From an optimization exercise on the open Yosys and OpenROAD flow, aimed at small area; shortcuts taken in it are not production practice. In this exercise RTL edits were held to simulation tests only and were not proved equivalent to the original. The clock port is modelled as an ideal driver; clocking choices that lean on that would not hold on a real chip. Power figures rest on the tool's default switching activity, not on a simulated workload.

==> flow/design.v (excerpt) <==
module stego_top(
    input         clk,
    input         rst,
    input  [5:0]  sw,
    input         edge_detected,
    input         start_pixels,
    input  [23:0] message,
    input  [23:0] img,
    output [15:0] add_img,
    output [15:0] add_imgencoder,
    output [11:0] add_data,
    output [23:0] stego_out,
    output        stego_valid,
    output [23:0] msg_out
    );
Controller u_ctrl(
    .clk(clk), .rst(rst), .Switches(sw),
    .add_img(add_img), .add_imgencoder(add_imgencoder), .add_data(add_data),
    .flag_AV_edge_detected(edge_detected),
    .flag_AV_starting_img_pixels(start_pixels)
    );
encoder u_enc(
    .clk(clk), .rst(rst), .Switches(sw),
    .message(message), .img(img),
    .stego_out(stego_out),
    .flagAV_edge_detected(edge_detected),
    .flag_start_encoding(start_pixels),
    .flag_starting_decoding(stego_valid)
    );
Decoderr u_dec(
    .clk(clk), .rst(rst), .Switches(sw),
    .flag_enable_Decoder(stego_valid),
    .stego_in(stego_out),
    .msg_out(msg_out)
    );
endmodule
For scale: roughly 140 flip-flops, roughly 150 I/O pins, roughly 6900 um2 of cells after synthesis.
==> flow/config.mk <==
export PLATFORM = sky130hd
export DESIGN_NAME = stego_top
export DESIGN_NICKNAME = stego_top
export VERILOG_FILES = /design/flow/design.v
export SDC_FILE = /design/flow/constraint.sdc
export NUM_CORES = 4
export LEC_CHECK = 0
export ABC_AREA = 0
export CAP_MARGIN = 20
export CORE_MARGIN = 2
export CORE_UTILIZATION = 45
export GPL_TIMING_DRIVEN = 0
export PLACE_DENSITY = 0.6
export SLEW_MARGIN = 20
==> flow/constraint.sdc <==
create_clock -name core_clock -period 6.0 [get_ports {clk}]
set_input_delay 1.2000 -clock core_clock [delete_from_list [all_inputs] [get_ports {clk}]]
set_output_delay 1.2000 -clock core_clock [all_outputs]
set_load 0.01 [all_outputs]
standard.sh (not shown) runs the stock make flow with config.mk's settings and CLKGATE_MAP_FILE= SYNTH_SCRIPT=/design/flow/synth_recipe.tcl, a recipe that flattens the netlist after the stock synthesis.
==> flow/flow/run.sh <==
#!/bin/bash
# Standard layout, with these changes in how it is made:
#  - ports are buffered with the smallest buffer (buf_1) instead of the
#    default pick;
#  - after floorplan, combinational cells are set to their smallest size;
#    placement and the timing repairs size them up where needed;
#  - clock tree: clkbuf_8 buffers, no dummy loads.
set -euo pipefail
export BUFFER_PORTS_ARGS="-buffer_cell sky130_fd_sc_hd__buf_1"
export POST_FLOORPLAN_TCL="$PWD/flow/downsize.tcl"
export CTS_ARGS="-sink_clustering_enable -repair_clock_nets -buf_list sky130_fd_sc_hd__clkbuf_8 -dont_use_dummy_load"
bash standard.sh > standard.log 2>&1
==> flow/flow/downsize.tcl <==
# Runs after floorplan (POST_FLOORPLAN_TCL): removes synthesis buffers and
# gives every combinational cell the smallest cell of the same function.
# Registers keep their cells.
# Placement's repair_design and the later timing repairs size up again
# wherever slew, capacitance or timing need it.
remove_buffers
sta::make_equiv_cells [lindex [get_libs *] 0]
set n 0
set saved 0.0
foreach inst [get_cells *] {
  set lc [get_lib_cells -of_objects $inst]
  set name [get_name $lc]
  if {[string match "*__df*" $name] || [string match "*__tap*" $name]} continue
  set eq [sta::find_equiv_cells $lc]
  if {$eq == ""} continue
  set best $lc
  if {[catch {set ba [get_property $lc area]}]} continue
  foreach c $eq {
    if {$c == "NULL" || $c == ""} continue
    set cn [get_name $c]
    if {[string match "*lpflow*" $cn] || [string match "*probe*" $cn]} continue
    if {[catch {set a [get_property $c area]}]} continue
    if {$a < $ba} { set best $c; set ba $a }
  }
  if {$best != $lc} {
    set saved [expr {$saved + [get_property $lc area] - $ba}]
    replace_cell $inst $best
    incr n
  }
}
puts "downsize: replaced $n cells, [format %.1f $saved] um2"
The starting point completed without violations.
Then changed:
--- a/flow/flow/downsize.tcl
+++ b/flow/flow/downsize.tcl
@@ -1,7 +1,5 @@
-# Runs after floorplan (POST_FLOORPLAN_TCL): removes synthesis buffers and
-# gives every combinational cell the smallest cell of the same function.
-# Registers keep their cells.
+# Runs after floorplan (POST_FLOORPLAN_TCL): give every combinational cell
+# the smallest cell of the same function. Registers keep their cells.
 # Placement's repair_design and the later timing repairs size up again
 # wherever slew, capacitance or timing need it.
-remove_buffers
 sta::make_equiv_cells [lindex [get_libs *] 0]
- CORE_UTILIZATION: 45 -> 55
- CTS_BUF_LIST: not set -> sky130_fd_sc_hd__clkbuf_8
- GPL_TIMING_DRIVEN: 0 -> not set
- PLACE_DENSITY: 0.6 -> 0.7
The new run finished with timing, DRC and antenna clean.
Wire length fell by 2.8%.
Power hardly moves.
Setup slack gains 0.54 ns.
Via count came out higher by 1.7%.
Count of clock-buffer cells in the layout is unchanged.

Starting RTL as in the previous note.
export LEC_CHECK = 0
export ABC_AREA = 1
export CAP_MARGIN = 10
export CORE_MARGIN = 2
export CORE_UTILIZATION = 45
export PLACE_DENSITY = 0.6
export SLEW_MARGIN = 10
create_clock -name core_clock -period 6.0 [get_ports {clk}]
==> flow/flow/run.sh <==
#!/bin/bash
# Standard layout (standard.sh, unchanged synthesis), with these changes in
# how it is made:
#  - ports are buffered with the smallest buffer (buf_1) instead of the
#    default pick;
#  - after floorplan, combinational cells are set to their smallest size;
#    placement's repair_design sizes them up where slew or load need it;
#  - clock tree: clkbuf_8 buffers, no dummy loads;
#  - after CTS, area recovery: each combinational cell takes the smallest
#    size that keeps slews, loads and slacks within margins.
set -euo pipefail
export BUFFER_PORTS_ARGS="-buffer_cell sky130_fd_sc_hd__buf_1"
export POST_FLOORPLAN_TCL="$PWD/flow/downsize.tcl"
export CTS_ARGS="-sink_clustering_enable -repair_clock_nets -buf_list sky130_fd_sc_hd__clkbuf_8 -dont_use_dummy_load"
export POST_CTS_TCL="$PWD/flow/area_recover.tcl"
export AR_MARGIN=0.1
export AR_CLK_SLEW=0.11
bash standard.sh > standard.log 2>&1
==> flow/flow/area_recover.tcl <==
set ::ar_margin [expr {[info exists ::env(AR_MARGIN)] ? $::env(AR_MARGIN) : 0.2}]
set ::ar_setup  [expr {[info exists ::env(AR_SETUP)] ? $::env(AR_SETUP) : 0.3}]
set ::ar_hold   [expr {[info exists ::env(AR_HOLD)] ? $::env(AR_HOLD) : 0.05}]
set ::ar_clk_slew [expr {[info exists ::env(AR_CLK_SLEW)] ? $::env(AR_CLK_SLEW) : 0.10}]
estimate_parasitics -placement
sta::make_equiv_cells [lindex [get_libs *] 0]

proc ar_ok {} {
  global ar_margin ar_setup ar_hold ;# set at global scope above
  if {[sta::max_slew_check_slack_limit] < $ar_margin} { return 0 }
  if {[sta::max_capacitance_check_slack_limit] < $ar_margin} { return 0 }
  if {[sta::worst_slack_cmd max] < $ar_setup * 1e-9} { return 0 }
  if {[sta::worst_slack_cmd min] < $ar_hold * 1e-9} { return 0 }
  return 1
}

proc ar_clk_slew {} {
  set mx 0
  foreach p [get_pins -quiet */CLK] {
    set s [get_property $p slew_max]
    if {$s > $mx} { set mx $s }
  }
  return $mx
}

if {![ar_ok]} {
  puts "area_recover: the design does not meet the margins before recovery; skipped"
} else {
  set cands {}
  foreach inst [get_cells *] {
    set lc [get_lib_cells -quiet -of_objects $inst]
    if {$lc == "" || [catch {set name [get_name $lc]}]} continue
    if {[regexp {__(df|tap|fill|decap|clkbuf|clkinv|conb)} $name]} continue
    set iname [get_full_name $inst]
    if {[regexp {^(input|output)[0-9]+$} $iname]} continue
    set skip 0
    foreach p [get_pins -of_objects $inst -filter "direction==output"] {
      set n [get_nets -quiet -of_objects $p]
      if {$n != "" && [[sta::sta_to_db_net $n] getSigType] == "CLOCK"} { set skip 1 }
    }
    if {$skip} continue
    if {[catch {set a0 [get_property $lc area]}]} continue
    lappend cands [list $inst $a0]
  }
  set saved 0.0
  set changed 0
  foreach c [lsort -real -decreasing -index 1 $cands] {
    lassign $c inst a0
    set lc0 [get_lib_cells -of_objects $inst]
    set smaller {}
    set eqs [sta::find_equiv_cells $lc0]
    if {$eqs == "" || $eqs == "NULL"} continue
    foreach e $eqs {
      if {$e == "NULL"} continue
      set en [get_name $e]
      if {[regexp {lpflow|probe} $en]} continue
      if {[catch {set a [get_property $e area]}]} continue
      if {$a < $a0} { lappend smaller [list $e $a] }
    }
    foreach s [lsort -real -index 1 $smaller] {
      lassign $s e a
      replace_cell $inst $e
      if {[ar_ok]} {
        set saved [expr {$saved + $a0 - $a}]
        incr changed
        break
      }
      replace_cell $inst $lc0
    }
  }
  puts "area_recover: resized $changed cells, [format %.1f $saved] um2 less"

  # clock buffers: smallest clkbuf that keeps the clock pins' slews low
  set csaved 0.0
  set cchanged 0
  set clkbufs {}
  foreach b {1 2 4 8 16} { lappend clkbufs [get_lib_cells sky130_fd_sc_hd__clkbuf_$b] }
  foreach inst [get_cells *] {
    set lc0 [get_lib_cells -quiet -of_objects $inst]
    if {$lc0 == "" || [catch {set n0 [get_name $lc0]}]} continue
    if {![regexp {__clkbuf_[0-9]+$} $n0]} continue
    set a0 [get_property $lc0 area]
    foreach c $clkbufs {
      set a [get_property $c area]
      if {$a >= $a0} break
      replace_cell $inst $c
      if {[ar_clk_slew] <= $::ar_clk_slew && [ar_ok]} {
        set csaved [expr {$csaved + $a0 - $a}]
        incr cchanged
        break
      }
      replace_cell $inst $lc0
    }
  }
  puts "area_recover: resized $cchanged clock buffers, [format %.1f $csaved] um2 less, clock pin slew [format %.1f [expr {[ar_clk_slew] * 1e3}]] ps"
}
==> flow/flow/downsize.tcl <==
# Runs after floorplan (POST_FLOORPLAN_TCL): give every combinational cell
# the smallest cell of the same function. Registers keep their cells.
# Placement's repair_design and the later timing repairs size up again
# wherever slew, capacitance or timing need it.
sta::make_equiv_cells [lindex [get_libs *] 0]
set n 0
set saved 0.0
foreach inst [get_cells *] {
  set lc [get_lib_cells -of_objects $inst]
  set name [get_name $lc]
  if {[string match "*__df*" $name] || [string match "*__tap*" $name]} continue
  set eq [sta::find_equiv_cells $lc]
  if {$eq == ""} continue
  set best $lc
  if {[catch {set ba [get_property $lc area]}]} continue
  foreach c $eq {
    if {$c == "NULL" || $c == ""} continue
    set cn [get_name $c]
    if {[string match "*lpflow*" $cn] || [string match "*probe*" $cn]} continue
    if {[catch {set a [get_property $c area]}]} continue
    if {$a < $ba} { set best $c; set ba $a }
  }
  if {$best != $lc} {
    set saved [expr {$saved + [get_property $lc area] - $ba}]
    replace_cell $inst $best
    incr n
  }
}
puts "downsize: replaced $n cells, [format %.1f $saved] um2"
Rerun with:
--- a/flow/flow/run.sh
+++ b/flow/flow/run.sh
@@ -15,4 +15,2 @@
 export POST_CTS_TCL="$PWD/flow/area_recover.tcl"
-export AR_MARGIN=0.1
-export AR_CLK_SLEW=0.11
 bash standard.sh > standard.log 2>&1
--- a/flow/config.mk
+++ b/flow/config.mk
@@ -7,4 +7,4 @@
 export LEC_CHECK = 0
-export ABC_AREA = 1
-export CAP_MARGIN = 10
+export ABC_AREA = 0
+export CAP_MARGIN = 20
 export CORE_MARGIN = 2
@@ -12,2 +12,2 @@
 export PLACE_DENSITY = 0.6
-export SLEW_MARGIN = 10
+export SLEW_MARGIN = 20
What happened: Routed wire length is lower by a few percent; die area falls slightly; cell count shrinks by about a fifth; combinational power is lower by about a fifth; setup slack is worse by 470 ps.
Rerun with:
--- a/flow/config.mk
+++ b/flow/config.mk
@@ -7,3 +7,3 @@
 export LEC_CHECK = 0
-export ABC_AREA = 0
+export ABC_AREA = 1
 export CAP_MARGIN = 20
The changed run finished clean; final area shrinks by 0.33%; critical path depth grows by 3; setup slack improves by 480 ps; cell count grows by 23%; wire length grows by 4.7%; synthesized cell count grows by 34%; core utilization shrinks by 0.35 points; area after synthesis grows by 0.66%; flip-flop and latch count is unchanged.
Rerun with:
--- a/flow/flow/run.sh
+++ b/flow/flow/run.sh
@@ -5,4 +5,2 @@
 #    default pick;
-#  - after floorplan, combinational cells are set to their smallest size;
-#    placement's repair_design sizes them up where slew or load need it;
 #  - clock tree: clkbuf_8 buffers, no dummy loads;
@@ -10,5 +8,5 @@
 #    size that keeps slews, loads and slacks within margins.
+
 set -euo pipefail
 export BUFFER_PORTS_ARGS="-buffer_cell sky130_fd_sc_hd__buf_1"
-export POST_FLOORPLAN_TCL="$PWD/flow/downsize.tcl"
 export CTS_ARGS="-sink_clustering_enable -repair_clock_nets -buf_list sky130_fd_sc_hd__clkbuf_8 -dont_use_dummy_load"
--- a/flow/config.mk
+++ b/flow/config.mk
@@ -10,4 +10,4 @@
 export CORE_MARGIN = 2
-export CORE_UTILIZATION = 45
-export PLACE_DENSITY = 0.6
+export CORE_UTILIZATION = 55
+export PLACE_DENSITY = 0.7
 export SLEW_MARGIN = 20
removed: flow/flow/downsize.tcl
Result: Sequential power barely changes. Cell area shrinks slightly. Critical path depth is lower by 1. Area after synthesis is unchanged. Clock power increases by a few percent. Clock skew climbs by 6.3 ps. Final cell count shrinks by a few percent. Core utilization increases by 12 points. Die area came out lower by about a fifth.

[separate check: timing with driven ports]
The flow's constraints put no driver on any port. The routed layouts listed below were extracted and timed again, unchanged, in two steps. Step 1, drivers: a clkbuf_16 drives clk and a buf_2 each remaining input, both assumed. Step 2 also shifts input and output timing later by t, the mid clock arrival at the registers, as if the neighbouring blocks saw the same clock. Slacks: no drivers / after step 1 / after step 2; pairs: no drivers / after step 1.
run	shift t [ns]	setup WS [ns]	worst hold slack (ns)	worst data-port slew with drivers (ns)
the first run of note 1	0.473	0.360 / 0.357 / -0.116	0.463 / 0.463 / 0.463	0.05
the second run of note 1	0.466	0.901 / 0.899 / 0.433	0.464 / 0.464 / 0.464	0.06
the first run of note 2	0.724	1.436 / 1.438 / 0.714	0.461 / 0.461 / 0.461	0.06
the second run of note 2	0.744	0.963 / 0.977 / 0.233	0.461 / 0.461 / 0.461	0.06
the third run of note 2	0.719	1.441 / 1.443 / 0.724	0.461 / 0.461 / 0.461	0.06
the fourth run of note 2	0.788	1.418 / 1.429 / 0.641	0.467 / 0.467 / 0.467	0.04
Met with ideal ports but missed after step 2: setup timing in the first run of note 1. The setup slack of the fourth run of note 2, which loses most, moves by +0.011 ns with the drivers and by -0.777 ns with both steps.
